Source: an optimization exercise on an open RTL-to-GDS flow (aim: small area and a short achievable clock period). Production flows keep margins and buffers that such runs may drop.
For this run, only the layout was checked, not whether the RTL still works.
Power figures rest on the tool's default switching activity, not on a simulated workload.

<file path="design/flow/design.v">
module decode(
	clk,
	rst_n,
	data_in,
	data_out
	);
	input clk;
	input rst_n;
	input [1:0] data_in;	 
	output reg data_out;
	reg [4:0] m;
	reg [3:0] dec;
	reg [5:0] p0, p1, p2, p3;
	reg [15:0] lf;
	reg old;	 
	wire clr = (lf == 16'h1a00);
	wire [15:0] lf_nx = {lf[14:0], lf[15]^lf[13]^lf[12]^lf[10]^clr};
	wire [6:0] q0 = {dec[0] ? p2 : p0, dec[0]};
	wire [6:0] q1 = {dec[1] ? p2 : p0, dec[1]};
	wire [6:0] q2 = {dec[2] ? p3 : p1, dec[2]};
	wire [6:0] q3 = {dec[3] ? p3 : p1, dec[3]};
	reg [4:0] mn;
	reg [3:0] dn;
	always @(*) begin
		case ({m, data_in})
			7'b00000_00: begin mn = 5'd6; dn = 4'b1010; end
			7'b00000_01: begin mn = 5'd7; dn = 4'b1000; end
			7'b00000_10: begin mn = 5'd7; dn = 4'b0100; end
			7'b00000_11: begin mn = 5'd6; dn = 4'b1001; end
			7'b00110_00: begin mn = 5'd3; dn = 4'b0010; end
			7'b00110_01: begin mn = 5'd9; dn = 4'b1000; end
			7'b00110_10: begin mn = 5'd11; dn = 4'b0100; end
			7'b00110_11: begin mn = 5'd5; dn = 4'b0001; end
			7'b00111_00: begin mn = 5'd5; dn = 4'b1110; end
			7'b00111_01: begin mn = 5'd11; dn = 4'b1011; end
			7'b00111_10: begin mn = 5'd9; dn = 4'b0111; end
			7'b00111_11: begin mn = 5'd3; dn = 4'b1101; end
			7'b00011_00: begin mn = 5'd24; dn = 4'b1010; end
			7'b00011_01: begin mn = 5'd0; dn = 4'b1000; end
			7'b00011_10: begin mn = 5'd0; dn = 4'b0100; end
			7'b00011_11: begin mn = 5'd16; dn = 4'b1001; end
			7'b01001_00: begin mn = 5'd16; dn = 4'b1010; end
			7'b01001_01: begin mn = 5'd0; dn = 4'b1011; end
			7'b01001_10: begin mn = 5'd0; dn = 4'b0111; end
			7'b01001_11: begin mn = 5'd24; dn = 4'b1001; end
			7'b01011_00: begin mn = 5'd0; dn = 4'b1110; end
			7'b01011_01: begin mn = 5'd17; dn = 4'b1000; end
			7'b01011_10: begin mn = 5'd25; dn = 4'b0100; end
			7'b01011_11: begin mn = 5'd0; dn = 4'b1101; end
			7'b00101_00: begin mn = 5'd0; dn = 4'b0010; end
			7'b00101_01: begin mn = 5'd25; dn = 4'b1000; end
			7'b00101_10: begin mn = 5'd17; dn = 4'b0100; end
			7'b00101_11: begin mn = 5'd0; dn = 4'b0001; end
			7'b11000_00: begin mn = 5'd28; dn = 4'b0000; end
			7'b11000_01: begin mn = 5'd4; dn = 4'b1000; end
			7'b11000_10: begin mn = 5'd8; dn = 4'b0100; end
			7'b11000_11: begin mn = 5'd20; dn = 4'b0000; end
			7'b10000_00: begin mn = 5'd12; dn = 4'b0010; end
			7'b10000_01: begin mn = 5'd27; dn = 4'b1000; end
			7'b10000_10: begin mn = 5'd21; dn = 4'b0000; end
			7'b10000_11: begin mn = 5'd30; dn = 4'b0001; end
			7'b10001_00: begin mn = 5'd30; dn = 4'b1110; end
			7'b10001_01: begin mn = 5'd21; dn = 4'b1011; end
			7'b10001_10: begin mn = 5'd27; dn = 4'b1111; end
			7'b10001_11: begin mn = 5'd12; dn = 4'b1101; end
			7'b11001_00: begin mn = 5'd20; dn = 4'b1110; end
			7'b11001_01: begin mn = 5'd8; dn = 4'b1011; end
			7'b11001_10: begin mn = 5'd4; dn = 4'b0111; end
			7'b11001_11: begin mn = 5'd28; dn = 4'b1101; end
			7'b11100_00: begin mn = 5'd2; dn = 4'b1000; end
			7'b11100_01: begin mn = 5'd6; dn = 4'b1000; end
			7'b11100_10: begin mn = 5'd6; dn = 4'b0100; end
			7'b11100_11: begin mn = 5'd14; dn = 4'b1000; end
			7'b00100_00: begin mn = 5'd6; dn = 4'b0010; end
			7'b00100_01: begin mn = 5'd9; dn = 4'b1000; end
			7'b00100_10: begin mn = 5'd11; dn = 4'b0100; end
			7'b00100_11: begin mn = 5'd6; dn = 4'b0001; end
			7'b01000_00: begin mn = 5'd3; dn = 4'b1010; end
			7'b01000_01: begin mn = 5'd7; dn = 4'b1000; end
			7'b01000_10: begin mn = 5'd7; dn = 4'b0100; end
			7'b01000_11: begin mn = 5'd5; dn = 4'b1001; end
			7'b10100_00: begin mn = 5'd7; dn = 4'b0010; end
			7'b10100_01: begin mn = 5'd31; dn = 4'b1000; end
			7'b10100_10: begin mn = 5'd15; dn = 4'b0000; end
			7'b10100_11: begin mn = 5'd7; dn = 4'b0001; end
			7'b01100_00: begin mn = 5'd6; dn = 4'b1110; end
			7'b01100_01: begin mn = 5'd11; dn = 4'b1000; end
			7'b01100_10: begin mn = 5'd9; dn = 4'b0100; end
			7'b01100_11: begin mn = 5'd6; dn = 4'b1101; end
			7'b11011_00: begin mn = 5'd14; dn = 4'b1010; end
			7'b11011_01: begin mn = 5'd6; dn = 4'b1011; end
			7'b11011_10: begin mn = 5'd6; dn = 4'b0111; end
			7'b11011_11: begin mn = 5'd2; dn = 4'b1001; end
			7'b10101_00: begin mn = 5'd7; dn = 4'b1110; end
			7'b10101_01: begin mn = 5'd15; dn = 4'b1000; end
			7'b10101_10: begin mn = 5'd31; dn = 4'b1100; end
			7'b10101_11: begin mn = 5'd7; dn = 4'b1101; end
			7'b11110_00: begin mn = 5'd5; dn = 4'b1010; end
			7'b11110_01: begin mn = 5'd7; dn = 4'b1011; end
			7'b11110_10: begin mn = 5'd7; dn = 4'b0111; end
			7'b11110_11: begin mn = 5'd3; dn = 4'b1001; end
			7'b00010_00: begin mn = 5'd2; dn = 4'b0000; end
			7'b00010_01: begin mn = 5'd10; dn = 4'b1000; end
			7'b00010_10: begin mn = 5'd26; dn = 4'b0100; end
			7'b00010_11: begin mn = 5'd14; dn = 4'b0000; end
			7'b01110_00: begin mn = 5'd1; dn = 4'b0010; end
			7'b01110_01: begin mn = 5'd31; dn = 4'b0000; end
			7'b01110_10: begin mn = 5'd15; dn = 4'b0000; end
			7'b01110_11: begin mn = 5'd13; dn = 4'b0001; end
			7'b11111_00: begin mn = 5'd14; dn = 4'b1111; end
			7'b11111_01: begin mn = 5'd26; dn = 4'b1011; end
			7'b11111_10: begin mn = 5'd10; dn = 4'b0111; end
			7'b11111_11: begin mn = 5'd2; dn = 4'b1111; end
			7'b01111_00: begin mn = 5'd13; dn = 4'b1110; end
			7'b01111_01: begin mn = 5'd15; dn = 4'b1111; end
			7'b01111_10: begin mn = 5'd31; dn = 4'b1111; end
			7'b01111_11: begin mn = 5'd1; dn = 4'b1101; end
			7'b01010_00: begin mn = 5'd3; dn = 4'b0010; end
			7'b01010_01: begin mn = 5'd19; dn = 4'b1000; end
			7'b01010_10: begin mn = 5'd23; dn = 4'b0000; end
			7'b01010_11: begin mn = 5'd5; dn = 4'b0001; end
			7'b11010_00: begin mn = 5'd29; dn = 4'b0000; end
			7'b11010_01: begin mn = 5'd9; dn = 4'b1000; end
			7'b11010_10: begin mn = 5'd11; dn = 4'b0100; end
			7'b11010_11: begin mn = 5'd22; dn = 4'b0000; end
			7'b00001_00: begin mn = 5'd5; dn = 4'b1110; end
			7'b00001_01: begin mn = 5'd23; dn = 4'b1011; end
			7'b00001_10: begin mn = 5'd19; dn = 4'b1111; end
			7'b00001_11: begin mn = 5'd3; dn = 4'b1101; end
			7'b01101_00: begin mn = 5'd22; dn = 4'b1110; end
			7'b01101_01: begin mn = 5'd11; dn = 4'b1011; end
			7'b01101_10: begin mn = 5'd9; dn = 4'b0111; end
			7'b01101_11: begin mn = 5'd29; dn = 4'b1101; end
			7'b10011_00: begin mn = 5'd16; dn = 4'b0010; end
			7'b10011_01: begin mn = 5'd4; dn = 4'b1011; end
			7'b10011_10: begin mn = 5'd8; dn = 4'b0111; end
			7'b10011_11: begin mn = 5'd24; dn = 4'b0001; end
			7'b10111_00: begin mn = 5'd12; dn = 4'b1110; end
			7'b10111_01: begin mn = 5'd17; dn = 4'b1000; end
			7'b10111_10: begin mn = 5'd25; dn = 4'b0100; end
			7'b10111_11: begin mn = 5'd30; dn = 4'b1101; end
			7'b11101_00: begin mn = 5'd24; dn = 4'b1110; end
			7'b11101_01: begin mn = 5'd8; dn = 4'b1000; end
			7'b11101_10: begin mn = 5'd4; dn = 4'b0100; end
			7'b11101_11: begin mn = 5'd16; dn = 4'b1101; end
			7'b10110_00: begin mn = 5'd30; dn = 4'b0010; end
			7'b10110_01: begin mn = 5'd25; dn = 4'b1011; end
			7'b10110_10: begin mn = 5'd17; dn = 4'b0111; end
			7'b10110_11: begin mn = 5'd12; dn = 4'b0001; end
			default: begin mn = 5'd0; dn = 4'b0000; end
		endcase
	end
	reg [7:0] sl;
	always @(*) begin
		case (m)
			5'd0: sl = {2'd2, 2'd3, 2'd1, 2'd0};
			5'd6: sl = {2'd0, 2'd1, 2'd1, 2'd0};
			5'd7: sl = {2'd2, 2'd3, 2'd3, 2'd2};
			5'd3: sl = {2'd0, 2'd0, 2'd0, 2'd0};
			5'd9: sl = {2'd2, 2'd2, 2'd2, 2'd2};
			5'd11: sl = {2'd2, 2'd3, 2'd3, 2'd0};
			5'd5: sl = {2'd2, 2'd1, 2'd1, 2'd0};
			5'd24: sl = {2'd0, 2'd0, 2'd0, 2'd0};
			5'd16: sl = {2'd0, 2'd1, 2'd1, 2'd0};
			5'd17: sl = {2'd2, 2'd3, 2'd3, 2'd2};
			5'd25: sl = {2'd2, 2'd2, 2'd2, 2'd2};
			5'd28: sl = {2'd0, 2'd0, 2'd0, 2'd0};
			5'd4: sl = {2'd2, 2'd1, 2'd1, 2'd0};
			5'd8: sl = {2'd0, 2'd3, 2'd1, 2'd0};
			5'd20: sl = {2'd1, 2'd1, 2'd1, 2'd1};
			5'd12: sl = {2'd2, 2'd3, 2'd3, 2'd0};
			5'd27: sl = {2'd2, 2'd2, 2'd2, 2'd2};
			5'd21: sl = {2'd3, 2'd3, 2'd3, 2'd3};
			5'd30: sl = {2'd2, 2'd3, 2'd1, 2'd2};
			5'd2: sl = {2'd0, 2'd0, 2'd0, 2'd0};
			5'd14: sl = {2'd1, 2'd1, 2'd1, 2'd1};
			5'd31: sl = {2'd2, 2'd2, 2'd2, 2'd2};
			5'd15: sl = {2'd3, 2'd3, 2'd3, 2'd3};
			5'd10: sl = {2'd0, 2'd1, 2'd1, 2'd0};
			5'd26: sl = {2'd0, 2'd1, 2'd1, 2'd0};
			5'd1: sl = {2'd2, 2'd3, 2'd3, 2'd2};
			5'd13: sl = {2'd2, 2'd3, 2'd3, 2'd2};
			5'd19: sl = {2'd2, 2'd2, 2'd2, 2'd2};
			5'd23: sl = {2'd0, 2'd3, 2'd3, 2'd0};
			5'd29: sl = {2'd0, 2'd0, 2'd0, 2'd0};
			5'd22: sl = {2'd2, 2'd1, 2'd1, 2'd2};
			default: sl = 8'd0;
		endcase
	end
	wire [3:0] b8 = {q3[6], q2[6], q1[6], q0[6]};
	wire [3:0] cand = {b8[sl[7:6]], b8[sl[5:4]], b8[sl[3:2]], b8[sl[1:0]]};
	always @(posedge clk or negedge rst_n)
		if (!rst_n) begin
			lf <= 16'h3400;
			old <= 1'b0;
			m <= 5'd0;
			data_out <= 1'b0;
		end else begin
			lf <= lf_nx;
			old <= ~clr & (old | lf[7]);
			m <= clr ? 5'd0 : mn;
			data_out <= ~clr & old & cand[data_in];
		end
	always @(posedge clk) begin
		dec <= dn;
		p0 <= q0[5:0];
		p1 <= q1[5:0];
		p2 <= q2[5:0];
		p3 <= q3[5:0];
	end
endmodule
</file>
<file path="design/flow/config.mk">
export PLATFORM = sky130hd
export DESIGN_NAME = decode
export DESIGN_NICKNAME = decode
export VERILOG_FILES = /design/flow/design.v
export SDC_FILE = /design/flow/constraint.sdc
export NUM_CORES = 4
export LEC_CHECK = 0
export ABC_CLOCK_PERIOD_IN_PS = 2500
export CAP_MARGIN = 20
export CORE_MARGIN = 2
export CORE_UTILIZATION = 65
export PLACE_DENSITY = 0.75
export SETUP_SLACK_MARGIN = 3.6
export SLEW_MARGIN = 20
</file>
<file path="design/flow/run.sh">
#!/bin/bash
# synth_recipe.tcl (not shown) runs the flow's synth.tcl, then flattens the netlist and writes it again
# the make line also repeats each setting of config.mk as NAME=value (left out here)
make -C /OpenROAD-flow-scripts/flow DESIGN_CONFIG=/design/flow/config.mk WORK_HOME=/design/flow/orfs CLKGATE_MAP_FILE= SYNTH_SCRIPT=/design/flow/synth_recipe.tcl finish
</file>
<file path="design/flow/constraint.sdc">
create_clock -name core_clock -period 6.0 [get_ports {clk}]
set_input_delay 1.2000 -clock core_clock [delete_from_list [all_inputs] [get_ports {clk}]]
set_output_delay 1.2000 -clock core_clock [all_outputs]
set_load 0.01 [all_outputs]
</file>
==> run_results.csv <==
group,metric,value,unit
critical_path,critPathRequiredTime,6.24,ns
timing,setup-tns-final,0,ns
timing,min_period,2.50,ns
global_routing,grt_usage,29.3,%
timing,clock-skew-final,0.00585,ns
critical_path,worstSetupPathType,"input port to flip-flop",
timing,fmax,400,MHz
timing,rsz0062_at_grt,"true",
global_routing,overflow,0,
synthesis,syn_inst,378,
die,die_y,75.6,um
synthesis,yosys_register_bits,51,
routing,antenna_left,0,
die,die_w,75.6,um
critical_path,crit_path_cell_trace,"buf_12, inv_8, ha_4, nor2b_4, or3b_4, a21oi_2, a21oi_1, mux4_2, nor2_1",
cts,cts_tree,"built",
cells_and_area,n_antenna_cell,0,
die,die-area,5710,um^2
cells_and_area,final_nets,387,
cts,clk_pin_slew,0.09,ns
critical_path,cp_data_arrival_time,2.74,ns
cts,htreeDepth,2,
synthesis,netlist_area,3330,um^2
synthesis,yosys.area_share.simple,17.2,%
timing,hold_viol,0,
worst_hold_path,hp-class,"flip-flop to flip-flop",
synthesis,yosysSeqAreaShare,34.2,%
routing,dr.pass1.iters,5,
synthesis,synth_edf_count,0,
placed_design,dp_hpwl,5290,um
synthesis,synth_top_family_by_area,"compound AO/OA/AOI/OAI gates",
placed_design,port_buffers,4,
routing,wire_per_inst,19.2,um
placed_design,dpl.cell_count,420,
global_routing,grt_pass1_wl,12700,um
status,outcome,"complete, no violations",
critical_path,cp_max_fo,6,
synthesis,synth_cell_type_count,63,
timing,maxSlewViolCount,0,
die,core_area,5010,um^2
synthesis,async_flop_share,45.1,%
cts,root_buffer,"clkbuf_8",
critical_path,cp_top_family,"simple AND/OR/NAND/NOR gates",
critical_path,worst_path_largest_cell_delay,0.49,ns
critical_path,critPathBufInv,2,
pwr,irDropWorstVdd,269,uV
routing,wl,8500,um
critical_path,slowest_stage,"mux4_2",
synthesis,syn-num-nets,394,
cts,numCtsBuffers,5,
cts,holdBufCountCts,0,
synthesis,synth_xor_area_share,1.31,%
global_routing,grt_start_max_net_pins,56,
die,io_pins,5,
global_routing,antenna_found_initial,0,
critical_path,setup.worst_path.start_class,"input port",
run,maxCapViolCount,0,
synthesis,syn_avg_cell_area,8.81,um^2
cells_and_area,final_cells,442,
synthesis,synth-compound-area-share,23.9,%
routing,drc,0,
timing,setup_viol,0,
routing,drtIter0Drc,279,
timing,tightest_slew,0.619,ns
routing,num_vias,3013,
cts,clk_latency,0.30,ns
cells_and_area,areaGrowthSynthToFinish,12.4,%
cells_and_area,final_common_cell,"dfxtp_1",
pwr,power_density,581,nW/um^2
routing,viasPerCell,6.82,
cts,clock_path_buffers,2,
cells_and_area,layout_common_cells,"28 x dfxtp_1, 27 x o21ai_0, 26 x nor2_1, 26 x nand2_1, 24 x a21oi_1",
cells_and_area,layout-drive-gt1-share,23.9,%
synthesis,ys.flop_type,"dfxtp_1",
placed_design,place.gp.congestion,0.895,
timing,finalCritPeriodShare,41.7,%
synthesis,synthMuxAreaShare,11.2,%
timing,relSlewSlack,58.7,%
critical_path,worstSetupEndpointType,"flip-flop",
synthesis,yosys.area_share.adder,4.81,%
pwr,p_leak,1.46,nW
global_routing,first_global_vias,2571,
die,row_count,26,
cts,clock-sinks,51,
die,start_util,66.5,%
synthesis,yosysWarnings,1,
==> metrics by stage <==
stage	hold WS, ns	total power, mW	setup WS [ns]	utilization (%)	cell area (um^2)
2_1_floorplan	0.329	1.56	3.23	-	3410
3_3_place_gp	0.358	1.73	2.34	66.8	3350
3_5_place_dp	0.356	1.75	2.27	66.8	3350
4_1_cts	0.376	2.04	3.48	71.6	3580
5_1_grt	0.390	2.31	3.48	74.7	3740
6_report	0.375	2.17	3.50	74.7	3740
==> state kept, by name, summed over array words and instances (netlist names) <==
signal and flops:
p0 6, dec 4, data_out 1, lf 16, p1 6, p2 6, p3 6, old 1
m 5
==> timing repair <==
item | CTS | global route
setup buffers | 7 | 6
cloned | 0 | 1
setup endpoints to repair | 10 | 9
resized for setup | 30 | 24
pin swaps | 6 | 11
==> report_power, final <==
group,switching [mW],total (mW),leakage (nW),internal (mW)
clock,0.106,0.256,0.0636,0.150
combinational,0.735,1.33,0.861,0.594
sequential,0.121,0.589,0.533,0.467
==> Yosys cell counts (all sizes together), types with 4 or more instances <==
master | instances | area share (%)
dfrtp | 20 | 15
o211ai | 5 | 1.1
nand3 | 7 | 1.1
a311oi | 6 | 1.6
a221oi | 5 | 1.3
a32o | 4 | 1.2
a32oi | 4 | 1.1
a31oi | 7 | 1.3
nand2 | 26 | 2.9
nor2 | 26 | 2.9
nor4 | 8 | 1.5
nand2b | 12 | 2.3
mux2 | 22 | 7.4
o21ai | 30 | 4.5
clkbuf | 11 | 1.2
nor3 | 11 | 1.7
mux2i | 8 | 2.4
dfxtp | 28 | 17
a211oi | 8 | 1.8
buf | 26 | 4.7
inv | 13 | 1.5
a21oi | 25 | 3.8
ha | 12 | 4.5
==> layout make-up <==
cell class	count	area [um^2]
Multi-Input combinational cell	277	2070
Fill cell	388	1270
Sequential cell	51	1140
Timing Repair Buffer	23	254
Clock buffer	7	97.6
Tap cell	70	87.6
Inverter	13	65.1
Clock inverter	1	30.0
==> layer usage <==
metal  global-route usage [%]  share of wire (%)
met5                        0                  0
met2                     44.3                 46
met1                     40.1                 39
met4                     14.2                4.3
met3                     5.82                 10
==> cell families (layout without fill, tap and decap cells) <==
group | count (synthesis) | in the layout
compound gates | 118 | 118
xor+xnor | 5 | 5
fa+ha+maj | 13 | 13
buf+inv | 50 | 44
flops | 51 | 51
mux | 32 | 32
simple gates | 109 | 109
==> final timing paths <==
kind | from | to | slack (ns) | cells past startpoint
setup / recovery | data_in[0] | m[1] | 3.50 | 9
min in group asynchronous | rst_n | m[1] | 0.85 | 1
setup reg to reg | m[0] | data_out | 3.67 | 10
hold / removal | lf[9] | lf[10] | 0.38 | 0
hold reg to reg | lf[9] | lf[10] | 0.38 | 0
max in group asynchronous | rst_n | lf[13] | 4.80 | 1

[afterwards: timing with drivers on the ports]
The results above use ideal ports. As a check the final layout listed here was re-extracted and re-timed, cells and wires unchanged. Step 1 assumes that a clkbuf_16 drives the clock port and a buf_2 every other input. Step 2, shift: input delay + t, output delay - t, t = (earliest + latest rising clock arrival at the registers) / 2. This alone moves slack from input paths to output paths. Slacks: ideal / step 1 / step 2; pairs: ideal / step 1.
t (ns): 0.325
setup slack, ns: 3.501 / 3.462 / 3.137
worst hold slack (ns): 0.375 / 0.375 / 0.375
worst setup path after step 2: input to register
latest minus earliest clock arrival (ns): 0.006 / 0.006
After both steps this run still meets setup and hold. The setup slack of this run moves by -0.039 ns with the drivers and by -0.364 ns with both steps.
